What follows belongs to an exercise in optimizing a design on an open flow for small area; a production flow would make more cautious choices.
Only simulation tests tie the RTL to the original design; equivalence was not proved.
Power and IR drop assume default switching activity.

==> v22 <==
==> flow/design.v (excerpt) <==
module fifo (
  input  logic       clk, rst,
  input  logic       wr, rd,
  input  logic [7:0] data_in,
  output logic [7:0] data_out,
  output logic       full, empty
);
  logic [7:0] mem [16];
  logic [4:0] r;
  assign empty = r[4];
  assign full  = (r == 5'b01111);
  wire do_wr = wr && !full;
  wire do_rd = rd && !empty && !do_wr;
  always_ff @(posedge clk) begin
    if (do_wr) begin
      mem[0] <= data_in;
      for (int i = 1; i < 16; i++) mem[i] <= mem[i-1];
    end
  end
  always_ff @(posedge clk) begin
    if (do_rd) data_out <= mem[r[3:0]];
  end
  always_ff @(posedge clk) begin
    if (rst)        r <= 5'b11111;
    else if (do_wr) r <= r + 5'd1;
    else if (do_rd) r <= r - 5'd1;
  end
endmodule
==> module fifo, before the edit <==
module fifo (
  input  logic       clk, rst,
  input  logic       wr, rd,
  input  logic [7:0] data_in,
  output logic [7:0] data_out,
  output logic       full, empty
);
  logic [7:0] mem [16];
  logic [4:0] r;
  assign empty = r[4];
  assign full  = (r == 5'b01111);
  wire do_wr = wr && !full;
  wire do_rd = rd && !empty && !do_wr;
  always_ff @(posedge clk) begin
    if (do_wr) begin
      mem[0] <= data_in;
      for (int i = 1; i < 16; i++) mem[i] <= mem[i-1];
    end
  end
  always_ff @(posedge clk) begin
    if (do_rd) data_out <= mem[r[3:0]];
  end
  always_ff @(posedge clk) begin
    if (rst)        r <= 5'b11111;
    else if (do_wr) r <= r + 5'd1;
    else if (do_rd) r <= r - 5'd1;
  end
endmodule
export LEC_CHECK = 0
export ABC_AREA = 1
export CAP_MARGIN = 20
export CORE_MARGIN = 2
export CORE_UTILIZATION = 40
export CTS_BUF_LIST = sky130_fd_sc_hd__clkbuf_8
export CTS_CLUSTER_DIAMETER = 100
export CTS_CLUSTER_SIZE = 40
export SLEW_MARGIN = 20
create_clock -name core_clock -period 5.0 [get_ports {clk}]
run.sh (not shown) runs the stock make flow with config.mk's settings and CLKGATE_MAP_FILE= SYNTH_SCRIPT=/design/flow/synth_recipe.tcl, a recipe that flattens the netlist after the stock synthesis.
==> v4: changes against v22 <==
==> flow/design.v (replaced) <==
module fifo (
  input  logic       clk, rst,
  input  logic       wr, rd,
  input  logic [7:0] data_in,
  output logic [7:0] data_out,
  output logic       full, empty
);
  logic [7:0] mem [16];
  logic [4:0] r;
  logic all1_2, all1_3, all1_4, all0_2, all0_3, all0_4;
  logic do_wr, do_rd, rst_n;
  logic [4:0] t, nxt;
  fifo_and2  u_a2 (.a(r[0]), .b(r[1]), .y(all1_2));
  fifo_and3  u_a3 (.a(r[0]), .b(r[1]), .c(r[2]), .y(all1_3));
  fifo_and4  u_a4 (.a(r[0]), .b(r[1]), .c(r[2]), .d(r[3]), .y(all1_4));
  fifo_nor2  u_z2 (.a(r[0]), .b(r[1]), .y(all0_2));
  fifo_nor3  u_z3 (.a(r[0]), .b(r[1]), .c(r[2]), .y(all0_3));
  fifo_nor4  u_z4 (.a(r[0]), .b(r[1]), .c(r[2]), .d(r[3]), .y(all0_4));
  fifo_andn  u_full (.a(all1_4), .b(r[4]), .y(full));      
  assign empty = r[4];
  fifo_andn  u_wr (.a(wr), .b(full), .y(do_wr));           
  fifo_and1n2 u_rd (.a(rd), .b(r[4]), .c(do_wr), .y(do_rd));  
  fifo_or2   u_t0 (.a(do_wr), .b(do_rd), .y(t[0]));
  fifo_ao22  u_t1 (.a1(do_wr), .a2(r[0]),   .b1(do_rd), .b2(~r[0]), .y(t[1]));
  fifo_ao22  u_t2 (.a1(do_wr), .a2(all1_2), .b1(do_rd), .b2(all0_2), .y(t[2]));
  fifo_ao22  u_t3 (.a1(do_wr), .a2(all1_3), .b1(do_rd), .b2(all0_3), .y(t[3]));
  fifo_ao22  u_t4 (.a1(do_wr), .a2(all1_4), .b1(do_rd), .b2(all0_4), .y(t[4]));
  fifo_inv   u_rstn (.a(rst), .y(rst_n));
  for (genvar k = 0; k < 5; k++) begin : g_nxt
    logic x;
    fifo_xnor2 u_x (.a(r[k]), .b(t[k]), .y(x));
    fifo_nand2 u_n (.a(x), .b(rst_n), .y(nxt[k]));        
  end
  always_ff @(posedge clk) begin
    if (do_wr) begin
      mem[0] <= data_in;
      for (int i = 1; i < 16; i++) mem[i] <= mem[i-1];
    end
  end
  logic [15:0] sel;
  fifo_dec16 u_dec (.a(r[3:0]), .y(sel));
  logic [7:0] head;
  for (genvar b = 0; b < 8; b++) begin : g_bit
    logic [15:0] m;
    for (genvar i = 0; i < 16; i++) begin : g_m
      assign m[i] = mem[i][b];
    end
    fifo_mux16 u_mux (.s(sel), .d(m), .y(head[b]));
  end
  always_ff @(posedge clk) begin
    if (do_rd) data_out <= head;
  end
  always_ff @(posedge clk) r <= nxt;
endmodule
module fifo_dec16 (
  input  logic [3:0]  a,
  output logic [15:0] y
);
  logic [3:0] an;
  logic [3:0] lo_n, hi_n;
  for (genvar k = 0; k < 4; k++) begin : g_inv
    fifo_inv u (.a(a[k]), .y(an[k]));
  end
  for (genvar j = 0; j < 4; j++) begin : g_pre
    fifo_nand2 u_lo (.a(j[0] ? a[0] : an[0]), .b(j[1] ? a[1] : an[1]), .y(lo_n[j]));
    fifo_nand2 u_hi (.a(j[0] ? a[2] : an[2]), .b(j[1] ? a[3] : an[3]), .y(hi_n[j]));
  end
  for (genvar i = 0; i < 16; i++) begin : g_out
    fifo_nor2 u (.a(lo_n[i % 4]), .b(hi_n[i / 4]), .y(y[i]));
  end
endmodule
module fifo_mux16 (
  input  logic [15:0] s,
  input  logic [15:0] d,
  output logic        y
);
  logic [5:0] t;   
  for (genvar k = 0; k < 5; k++) begin : g_aoi
    fifo_aoi222 u (.a1(s[3*k]), .a2(d[3*k]), .b1(s[3*k+1]), .b2(d[3*k+1]),
                   .c1(s[3*k+2]), .c2(d[3*k+2]), .y(t[k]));
  end
  fifo_nand2 u_last (.a(s[15]), .b(d[15]), .y(t[5]));
  logic t012;
  fifo_and3  u_and (.a(t[0]), .b(t[1]), .c(t[2]), .y(t012));
  fifo_nand4 u_out (.a(t012), .b(t[3]), .c(t[4]), .d(t[5]), .y(y));
endmodule
module fifo_aoi222 (input logic a1, a2, b1, b2, c1, c2, output logic y);
  assign y = ~((a1 & a2) | (b1 & b2) | (c1 & c2));
endmodule
module fifo_nand2 (input logic a, b, output logic y);
  assign y = ~(a & b);
endmodule
module fifo_nor2 (input logic a, b, output logic y);
  assign y = ~(a | b);
endmodule
module fifo_inv (input logic a, output logic y);
  assign y = ~a;
endmodule
module fifo_and3 (input logic a, b, c, output logic y);
  assign y = a & b & c;
endmodule
module fifo_nand4 (input logic a, b, c, d, output logic y);
  assign y = ~(a & b & c & d);
endmodule
module fifo_and2 (input logic a, b, output logic y);
  assign y = a & b;
endmodule
module fifo_and4 (input logic a, b, c, d, output logic y);
  assign y = a & b & c & d;
endmodule
module fifo_nor3 (input logic a, b, c, output logic y);
  assign y = ~(a | b | c);
endmodule
module fifo_nor4 (input logic a, b, c, d, output logic y);
  assign y = ~(a | b | c | d);
endmodule
module fifo_andn (input logic a, b, output logic y);
  assign y = a & ~b;
endmodule
module fifo_and1n2 (input logic a, b, c, output logic y);
  assign y = a & ~b & ~c;
endmodule
module fifo_or2 (input logic a, b, output logic y);
  assign y = a | b;
endmodule
module fifo_ao22 (input logic a1, a2, b1, b2, output logic y);
  assign y = (a1 & a2) | (b1 & b2);
endmodule
module fifo_xnor2 (input logic a, b, output logic y);
  assign y = ~(a ^ b);
endmodule
==> flow/flow/run.sh (new file) <==
#!/bin/bash
# Layout flow: the standard ORFS flow (standard.sh) with these changes:
#  - port buffers use the smallest buffer (buf_1),
#  - clock tree synthesis without dummy loads, on clkbuf_4 to 16.
set -euo pipefail
export BUFFER_PORTS_ARGS="-buffer_cell sky130_fd_sc_hd__buf_1"
export CTS_ARGS="-sink_clustering_enable -repair_clock_nets -dont_use_dummy_load -buf_list {sky130_fd_sc_hd__clkbuf_4 sky130_fd_sc_hd__clkbuf_8 sky130_fd_sc_hd__clkbuf_16}"
bash standard.sh finish > standard_finish.log 2>&1
==> flow/standard.sh (new file) <==
#!/bin/bash
# synth_recipe.tcl (not shown) runs the flow's synth.tcl, then flattens the netlist and writes it again
# the make line also repeats each setting of config.mk as NAME=value (left out here)
make -C /OpenROAD-flow-scripts/flow DESIGN_CONFIG=/design/flow/config.mk WORK_HOME=/design/flow/orfs CLKGATE_MAP_FILE= SYNTH_SCRIPT=/design/flow/synth_recipe.tcl "${@:-finish}"
==> flow/config.mk (replaced) <==
export PLATFORM = sky130hd
export DESIGN_NAME = fifo
export DESIGN_NICKNAME = fifo
export VERILOG_FILES = /design/flow/design.v
export SDC_FILE = /design/flow/constraint.sdc
export NUM_CORES = 4
export LEC_CHECK = 0
export CAP_MARGIN = 20
export CORE_MARGIN = 2
export CORE_UTILIZATION = 70
export PLACE_DENSITY = 0.8
export SLEW_MARGIN = 20
export SYNTH_HIERARCHICAL = 1
export SYNTH_MINIMUM_KEEP_SIZE = 0
removed: flow/run.sh
==> v14: changes against v22 <==
==> flow/config.mk (replaced) <==
export PLATFORM = sky130hd
export DESIGN_NAME = fifo
export DESIGN_NICKNAME = fifo
export VERILOG_FILES = /design/flow/design.v
export SDC_FILE = /design/flow/constraint.sdc
export NUM_CORES = 4
export LEC_CHECK = 0
export CAP_MARGIN = 20
export CORE_MARGIN = 2
export CORE_UTILIZATION = 40
export SLEW_MARGIN = 20
==> results by group <==
Outcome
  – Outcome: complete, no violations

Yosys
  – Synth top cells by count: edfxtp_1, a21oi_1, buf_2

Setup path
  – Crit end category: output port

Drt
  – Drt wl/cell: 21.01 um

Power and ir drop
  – Leak Pwr: 2.299 nW

STA
  – Hold WS: 445.7 ps
  – Post-route minimum period: 3266 ps

Finish
  – Non-Filler Instances: 572
(the above is from v14)
==> results by group <==
Outcome
  – Outcome: complete, no violations

Yosys
  – Synth Area in Adders: 1.030%
  – Synth top cells by count: nand2_1, edfxtp_1, nor2_1

Power and ir drop
  – Tot Pwr: 2.608 mW

Finish
  – Diode count: 0
  – Non-Filler Instances: 699

Setup path
  – Crit end category: output port

STA
  – Hold WS: 447.4 ps
(the above is from v22)
==> results by group <==
Outcome
  – Outcome: complete, no violations

STA
  – Post-route minimum period: 2771 ps
  – Hold WS: 441.7 ps

Power and ir drop
  – Leak Pwr: 1.866 nW

Setup path
  – Crit end category: register
(the above is from v4)

==> what the ideal ports hide <==
Ports are ideal in the flow. The routed layouts listed here were re-timed in OpenROAD. Step 1 sets driving cells, clkbuf_16 on the clock port and buf_2 on the other inputs (assumed; they add their load-dependent delay and slew). Step 2 adds t to the input delays and takes it off the output delays; t is the mean of the earliest and latest rising clock arrival at the registers after step 1. Input paths then give back, and output paths get back, about the clock's delay inside the block. a / b / c = ideal ports / drivers / drivers and shift; a / b = the first two.
| run | t (ns) | slack for setup (ns) | hold WS [ns] | worst setup path after step 2 | pins driven straight from the clock port |
|---|---|---|---|---|---|
| v22 | 0.462 | 1.948 / 1.915 / 1.988 | 0.447 / 0.447 / 0.447 | input to register | 1 |
| v4 | 0.532 | 2.229 / 2.229 / 1.908 | 0.442 / 0.442 / 0.442 | input to register | 1 |
| v14 | 0.454 | 1.734 / 1.693 / 1.711 | 0.446 / 0.446 / 0.446 | input to register | 1 |
After both steps setup and hold are still met in every run listed. For v4, which loses most, drivers alone change the setup slack by 0.000 ns; drivers and shift together by -0.321 ns.
